This design comes from an exercise in tuning for small area and a short achievable clock period on the open sky130 flow, not from production work.
At most, simulation tests tie the RTL to the original design; equivalence was not proved.

==> flow/design.v (excerpt) <==
module IntegratedSystem (A, B, C, clk);
input clk;
input [15:0] A;
input [15:0] B;
output [30:0] C;
reg [30:0] C;
reg [15:0] r1_a;
reg [7:0] r1_one, r1_two, r1_neg;
wire [16:0] bx = {B, 1'b0};
wire [7:0] e_one, e_two, e_neg;
genvar g;
generate for (g = 0; g < 8; g = g + 1) begin : enc
  assign e_one[g] = bx[2*g+1] ^ bx[2*g];
  assign e_two[g] = (bx[2*g+2] & ~bx[2*g+1] & ~bx[2*g]) | (~bx[2*g+2] & bx[2*g+1] & bx[2*g]);
  assign e_neg[g] = bx[2*g+2];
end endgenerate
always @(posedge clk) begin
    r1_a <= A;
    r1_one <= e_one;
    r1_two <= e_two;
    r1_neg <= e_neg;
end
reg [78:0] r2;
wire pp_1;
wire pp_2;
wire pp_3;
wire pp_4;
wire pp_5;
wire pp_6;
wire pp_7;
wire pp_8;
wire pp_9;
wire pp_10;
wire pp_11;
wire pp_12;
wire pp_13;
wire pp_14;
wire pp_15;
wire pp_16;
wire pp_17;
wire pp_18;
wire pp_19;
wire pp_20;
wire pp_21;
wire pp_22;
wire pp_23;
wire pp_24;
wire pp_25;
wire pp_26;
wire pp_27;
wire pp_28;
wire pp_29;
wire pp_30;
wire pp_31;
wire pp_32;
wire pp_33;
wire pp_34;
wire pp_35;
wire pp_36;
wire pp_37;
wire pp_38;
wire pp_39;
wire pp_40;
wire pp_41;
wire pp_42;
wire pp_43;
wire pp_44;
wire pp_45;
wire pp_46;
  ...
Size in the first run: roughly 150 flip-flops.
export LEC_CHECK = 0
export CAP_MARGIN = 20
export CORE_MARGIN = 2
export CORE_UTILIZATION = 40
export CTS_BUF_LIST = sky130_fd_sc_hd__clkbuf_8
export CTS_CLUSTER_SIZE = 30
export SETUP_SLACK_MARGIN = 3.9
export SLEW_MARGIN = 20
create_clock -name core_clock -period 6.5 [get_ports {clk}]
standard.sh (not shown) runs the stock make flow with config.mk's settings and CLKGATE_MAP_FILE= SYNTH_SCRIPT=/design/flow/synth_recipe.tcl, a recipe that flattens the netlist after the stock synthesis.
==> flow/flow/run.sh <==
#!/bin/bash
export BUFFER_PORTS_ARGS="-buffer_cell sky130_fd_sc_hd__buf_2"
bash standard.sh > standard.log 2>&1
Next try:
==> flow/run.sh (new file) <==
#!/bin/bash
# synth_recipe.tcl (not shown) runs the flow's synth.tcl, then flattens the netlist and writes it again
# the make line also repeats each setting of config.mk as NAME=value (left out here)
make -C /OpenROAD-flow-scripts/flow DESIGN_CONFIG=/design/flow/config.mk WORK_HOME=/design/flow/orfs CLKGATE_MAP_FILE= SYNTH_SCRIPT=/design/flow/synth_recipe.tcl finish
--- a/flow/config.mk
+++ b/flow/config.mk
@@ -10,4 +10,2 @@
 export CORE_UTILIZATION = 40
-export CTS_BUF_LIST = sky130_fd_sc_hd__clkbuf_8
-export CTS_CLUSTER_SIZE = 30
 export SETUP_SLACK_MARGIN = 3.9
removed: flow/flow/run.sh
removed: flow/standard.sh
Routed wire length grows by 0.37%. Count of clock-buffer cells in the layout does not change. Core utilization grows by 2.2 points. Global-route usage stays flat. Worst setup slack got worse by 0.0043 ns. Design area increases by 4.7%. Die area stays the same.

---

Another version of the RTL of IntegratedSystem (not shown whole).
For scale: roughly 830 cells after synthesis, roughly 160 flip-flops, ~64 I/O pins, roughly 0.0090 mm2 of cells after synthesis.
make LEC_CHECK=0 CAP_MARGIN=20 CORE_MARGIN=2 CORE_UTILIZATION=40 SETUP_SLACK_MARGIN=4.0 SLEW_MARGIN=20 finish   # period 6.5 ns
run.sh (not shown) runs the stock make flow with config.mk's settings and CLKGATE_MAP_FILE= SYNTH_SCRIPT=/design/flow/synth_recipe.tcl, a recipe that flattens the netlist after the stock synthesis.
Stock flow here: none of the scripts above is used.
Next try:
SETUP_SLACK_MARGIN = 4.3   (was 4.0)
=>
- The changed run completed without violations
- global-route usage hardly moves
- routed wire length hardly moves
- design area came out higher by 0.32%
- non-clock buffer count is unchanged
- core utilization came out higher by 0.15 points
- via count came out higher by about 1.2%
No functional check of the RTL was part of any run of this note.

---

Setup of branch sierra:
Another version of the RTL of IntegratedSystem (not shown whole).
Size: about 830 cells after synthesis, about 64 I/O pins.
Settings: LEC_CHECK=0, CAP_MARGIN=20, CORE_MARGIN=2, CORE_UTILIZATION=55, CTS_BUF_LIST=sky130_fd_sc_hd__clkbuf_8, CTS_CLUSTER_SIZE=30, SETUP_SLACK_MARGIN=3.9, SLEW_MARGIN=20; clock period 6.5 ns.
standard.sh (not shown) runs the stock make flow with config.mk's settings and CLKGATE_MAP_FILE= SYNTH_SCRIPT=/design/flow/synth_recipe.tcl, a recipe that flattens the netlist after the stock synthesis.
==> flow/flow/run.sh <==
#!/bin/bash
set -e
export BUFFER_PORTS_ARGS="-buffer_cell sky130_fd_sc_hd__buf_1"
WH=$(grep -o 'WORK_HOME=[^ ]*' standard.sh | head -1 | cut -d= -f2)
R=$WH/results/sky130hd/IntegratedSystem/base
bash standard.sh $R/1_2_yosys.v > synth.log 2>&1
cp $R/1_2_yosys.v standard_synth.v
python3 flow/fixpol.py $R/1_2_yosys.v > fixpol.log 2>&1
bash standard.sh > standard.log 2>&1
Other scripts of this flow, unchanged in this note and not shown: flow/flow/fixpol.py
> inputs changed (branch sierra -> branch violet)
Settings: a change of CORE_UTILIZATION from 55 to 40.
Notes after the runs:
- For branch sierra and branch violet, there was not a single run that failed to finish clean.
- branch violet vs branch sierra: headroom to the max-slew limit up in branch violet
- Looking at finished layout cell area, branch violet sits 0.33% lower than branch sierra does.
- Routing usage on met1 (branch violet over branch sierra): decrease, 10 points

---

IntegratedSystem, a different RTL version from the one above (not shown whole).
For scale: about 160 flip-flops, about 64 I/O pins, about 9200 µm² of cells after synthesis.
Settings: LEC_CHECK=0, CAP_MARGIN=20, CORE_MARGIN=2, CORE_UTILIZATION=40, SLEW_MARGIN=20; clock period 6.5 ns.
run.sh (not shown) runs the stock make flow with config.mk's settings and CLKGATE_MAP_FILE= SYNTH_SCRIPT=/design/flow/synth_recipe.tcl, a recipe that flattens the netlist after the stock synthesis.
Stock flow here: none of the scripts above is used.
Then changed:
SETUP_SLACK_MARGIN = 4.3   (was default)
Outcome:
- The changed run completed without violations
- sequential cell count stays the same
- register-to-register slack improves by 0.56 ns
- sequential share of layout area is higher by 0.27 points
- routed wire length is higher slightly
- global-route usage is higher by 0.25 points
- final area is higher slightly
- worst setup slack improves by 0.56 ns
- worst hold slack improves by 0.0048 ns
- non-clock buffer count is higher by 10
- utilization is higher by 0.79 points
Function was not checked in any run of this note: the RTL went through the layout flow alone.

---

Setup of the previous run:
IntegratedSystem, a different RTL version from the one above (not shown whole).
For scale: roughly 64 I/O pins, about 9300 um2 of cells after synthesis.
clock: 6.5 ns
lec_check: 0
abc_clock_period_in_ps: 2000
cap_margin: 20
core_margin: 2
core_utilization: 40
setup_slack_margin: 4.2
slew_margin: 20
The previous run finished every step from synthesis to the final layout, and the layout passed the timing, design-rule and antenna checks.
Modified inputs, the current run compared to the previous run
- swapping 4.2 for 3.9 in SETUP_SLACK_MARGIN
- clearing ABC_CLOCK_PERIOD_IN_PS, which used to be 2000
[summary]
Delta (the current run minus the previous run): clock-buffer cell count saw a decrease; global routing usage summed across all routing layers down 1.2 points; HPWL after detailed placement now smaller; buffers inserted during post-CTS setup optimization went down by 58.
Going from the previous run to the current run, area of all placed cells without fillers went down 5.7%; met1 track utilization from global routing went up 0.74 points.
No functional check of the RTL was part of any run of this note.

---

RTL: one of the versions met above, not the one the previous note started from.
Settings: LEC_CHECK=0, CAP_MARGIN=20, CORE_MARGIN=2, CORE_UTILIZATION=40, CTS_BUF_LIST=sky130_fd_sc_hd__clkbuf_8, CTS_CLUSTER_SIZE=30, SETUP_SLACK_MARGIN=4.1, SLEW_MARGIN=20; clock period 6.5 ns.
standard.sh (not shown) runs the stock make flow with config.mk's settings and CLKGATE_MAP_FILE= SYNTH_SCRIPT=/design/flow/synth_recipe.tcl, a recipe that flattens the netlist after the stock synthesis.
==> flow/flow/run.sh <==
#!/bin/bash
# Layout flow: the standard flow (standard.sh) with these changes.
#  1. Plain buffers (buf_1) instead of the default delay cells on the ports.
#  2. After the standard synthesis, the netlist is replaced by a gate-level
#     netlist that flow/gen.py writes from the same structure as the RTL
#     (same registers, same names and cell type; the combinational logic is
#     mapped by hand: full adders in one polarity, no stray inverters,
#     a Sklansky adder in alternating AOI/OAI cells).  If the register lists
#     differ, the standard netlist is kept (with fixpol.py's inverter cleanup).
set -e
export BUFFER_PORTS_ARGS="-buffer_cell sky130_fd_sc_hd__buf_1"
export POST_GLOBAL_ROUTE_TCL=$PWD/flow/recover.tcl
WH=$(grep -o 'WORK_HOME=[^ ]*' standard.sh | head -1 | cut -d= -f2)
R=$WH/results/sky130hd/IntegratedSystem/base
bash standard.sh $R/1_2_yosys.v > synth.log 2>&1
cp $R/1_2_yosys.v standard_synth.v
python3 flow/gen.py $(cat flow/gen_args.txt) -o gen_rtl.v --netlist gen_netlist.v > gen.log 2>&1
grep -o '\\[^ ]*\$_DFF_P_' standard_synth.v | sort > regs_standard.txt
grep -o '\\[^ ]*\$_DFF_P_' gen_netlist.v | sort > regs_gen.txt
strip() { grep -v '^\s*//' "$1" | sed 's://.*$::' | grep -v '^\s*$'; }
if cmp -s regs_standard.txt regs_gen.txt && cmp -s <(strip gen_rtl.v) <(strip design.v); then
  echo "using the generated netlist" > netlist_choice.log
  cp gen_netlist.v $R/1_2_yosys.v
else
  echo "using the standard netlist with fixpol" > netlist_choice.log
  python3 flow/fixpol.py $R/1_2_yosys.v > fixpol.log 2>&1
fi
bash standard.sh > standard.log 2>&1
==> flow/flow/recover.tcl <==
# After global routing: give back area on paths that have slack beyond the
# setup margin (downsizing within the same cell footprint), keeping the
# margin the flow was asked for.
global_route -start_incremental
repair_timing -recover_power 100 -setup_margin $::env(SETUP_SLACK_MARGIN) -match_cell_footprint -verbose
global_route -end_incremental
report_worst_slack -max
Other scripts of this flow, unchanged in this note and not shown: flow/flow/fixpol.py, flow/flow/gen.py, flow/flow/gen_args.txt
Rerun with:
--- a/flow/flow/run.sh
+++ b/flow/flow/run.sh
@@ -11,3 +11,2 @@
 export BUFFER_PORTS_ARGS="-buffer_cell sky130_fd_sc_hd__buf_1"
-export POST_GLOBAL_ROUTE_TCL=$PWD/flow/recover.tcl
 WH=$(grep -o 'WORK_HOME=[^ ]*' standard.sh | head -1 | cut -d= -f2)
removed: flow/flow/recover.tcl
Outcome: Final area goes up by 0.51%; sequential share of layout area hardly moves; critical path depth goes down by 1; wire length is about the same.
Rerun with:
- SETUP_SLACK_MARGIN: 4.1 -> 4.2
Core utilization rises by 3.7 points.
Maximum frequency hardly moves.
Clock-buffer cell count falls by 2.

[what the ideal ports hide]
Ports are ideal in the flow. The routed layouts listed here were re-timed in OpenROAD. Step 1 sets driving cells, clkbuf_16 on the clock port and buf_2 on the other inputs (assumed; they add their load-dependent delay and slew). Step 2 adds t to the input delays and takes it off the output delays; t is the mean of the earliest and latest rising clock arrival at the registers after step 1. Input paths then give back, and output paths get back, about the clock's delay inside the block. a / b / c = ideal ports / drivers / drivers and shift; a / b = the first two.
run | shift t [ns] | slack for setup (ns) | worst hold slack (ns) | slew at the worst register clock pin (ns)
the first run of note 1 | 0.492 | 3.722 / 3.722 / 3.722 | 0.463 / 0.463 / 0.463 | 0.09 / 0.09
the second run of note 1 | 0.468 | 3.718 / 3.718 / 3.718 | 0.465 / 0.465 / 0.465 | 0.07 / 0.07
the first run of note 2 | 0.466 | 0.510 / 0.510 / 0.510 | 0.327 / 0.327 / 0.327 | 0.06 / 0.06
the second run of note 2 | 0.473 | 0.460 / 0.460 / 0.460 | 0.327 / 0.327 / 0.327 | 0.06 / 0.06
branch sierra | 0.479 | 3.897 / 3.897 / 3.897 | 0.454 / 0.454 / 0.454 | 0.08 / 0.08
branch violet | 0.475 | 3.920 / 3.920 / 3.920 | 0.443 / 0.443 / 0.443 | 0.09 / 0.09
the first run of note 4 | 0.469 | 0.355 / 0.355 / 0.355 | 0.324 / 0.324 / 0.324 | 0.07 / 0.07
the second run of note 4 | 0.466 | 0.916 / 0.916 / 0.916 | 0.329 / 0.329 / 0.329 | 0.07 / 0.07
the previous run | 0.474 | 3.770 / 3.770 / 3.770 | 0.331 / 0.331 / 0.331 | 0.07 / 0.07
the current run | 0.470 | 3.752 / 3.752 / 3.752 | 0.324 / 0.324 / 0.324 | 0.07 / 0.07
the first run of note 6 | 0.490 | 3.634 / 3.634 / 3.634 | 0.450 / 0.450 / 0.450 | 0.08 / 0.08
the second run of note 6 | 0.487 | 4.172 / 4.172 / 4.172 | 0.450 / 0.450 / 0.450 | 0.08 / 0.08
the third run of note 6 | 0.496 | 4.179 / 4.179 / 4.179 | 0.451 / 0.451 / 0.451 | 0.09 / 0.09
After both steps every run listed still meets setup and hold.
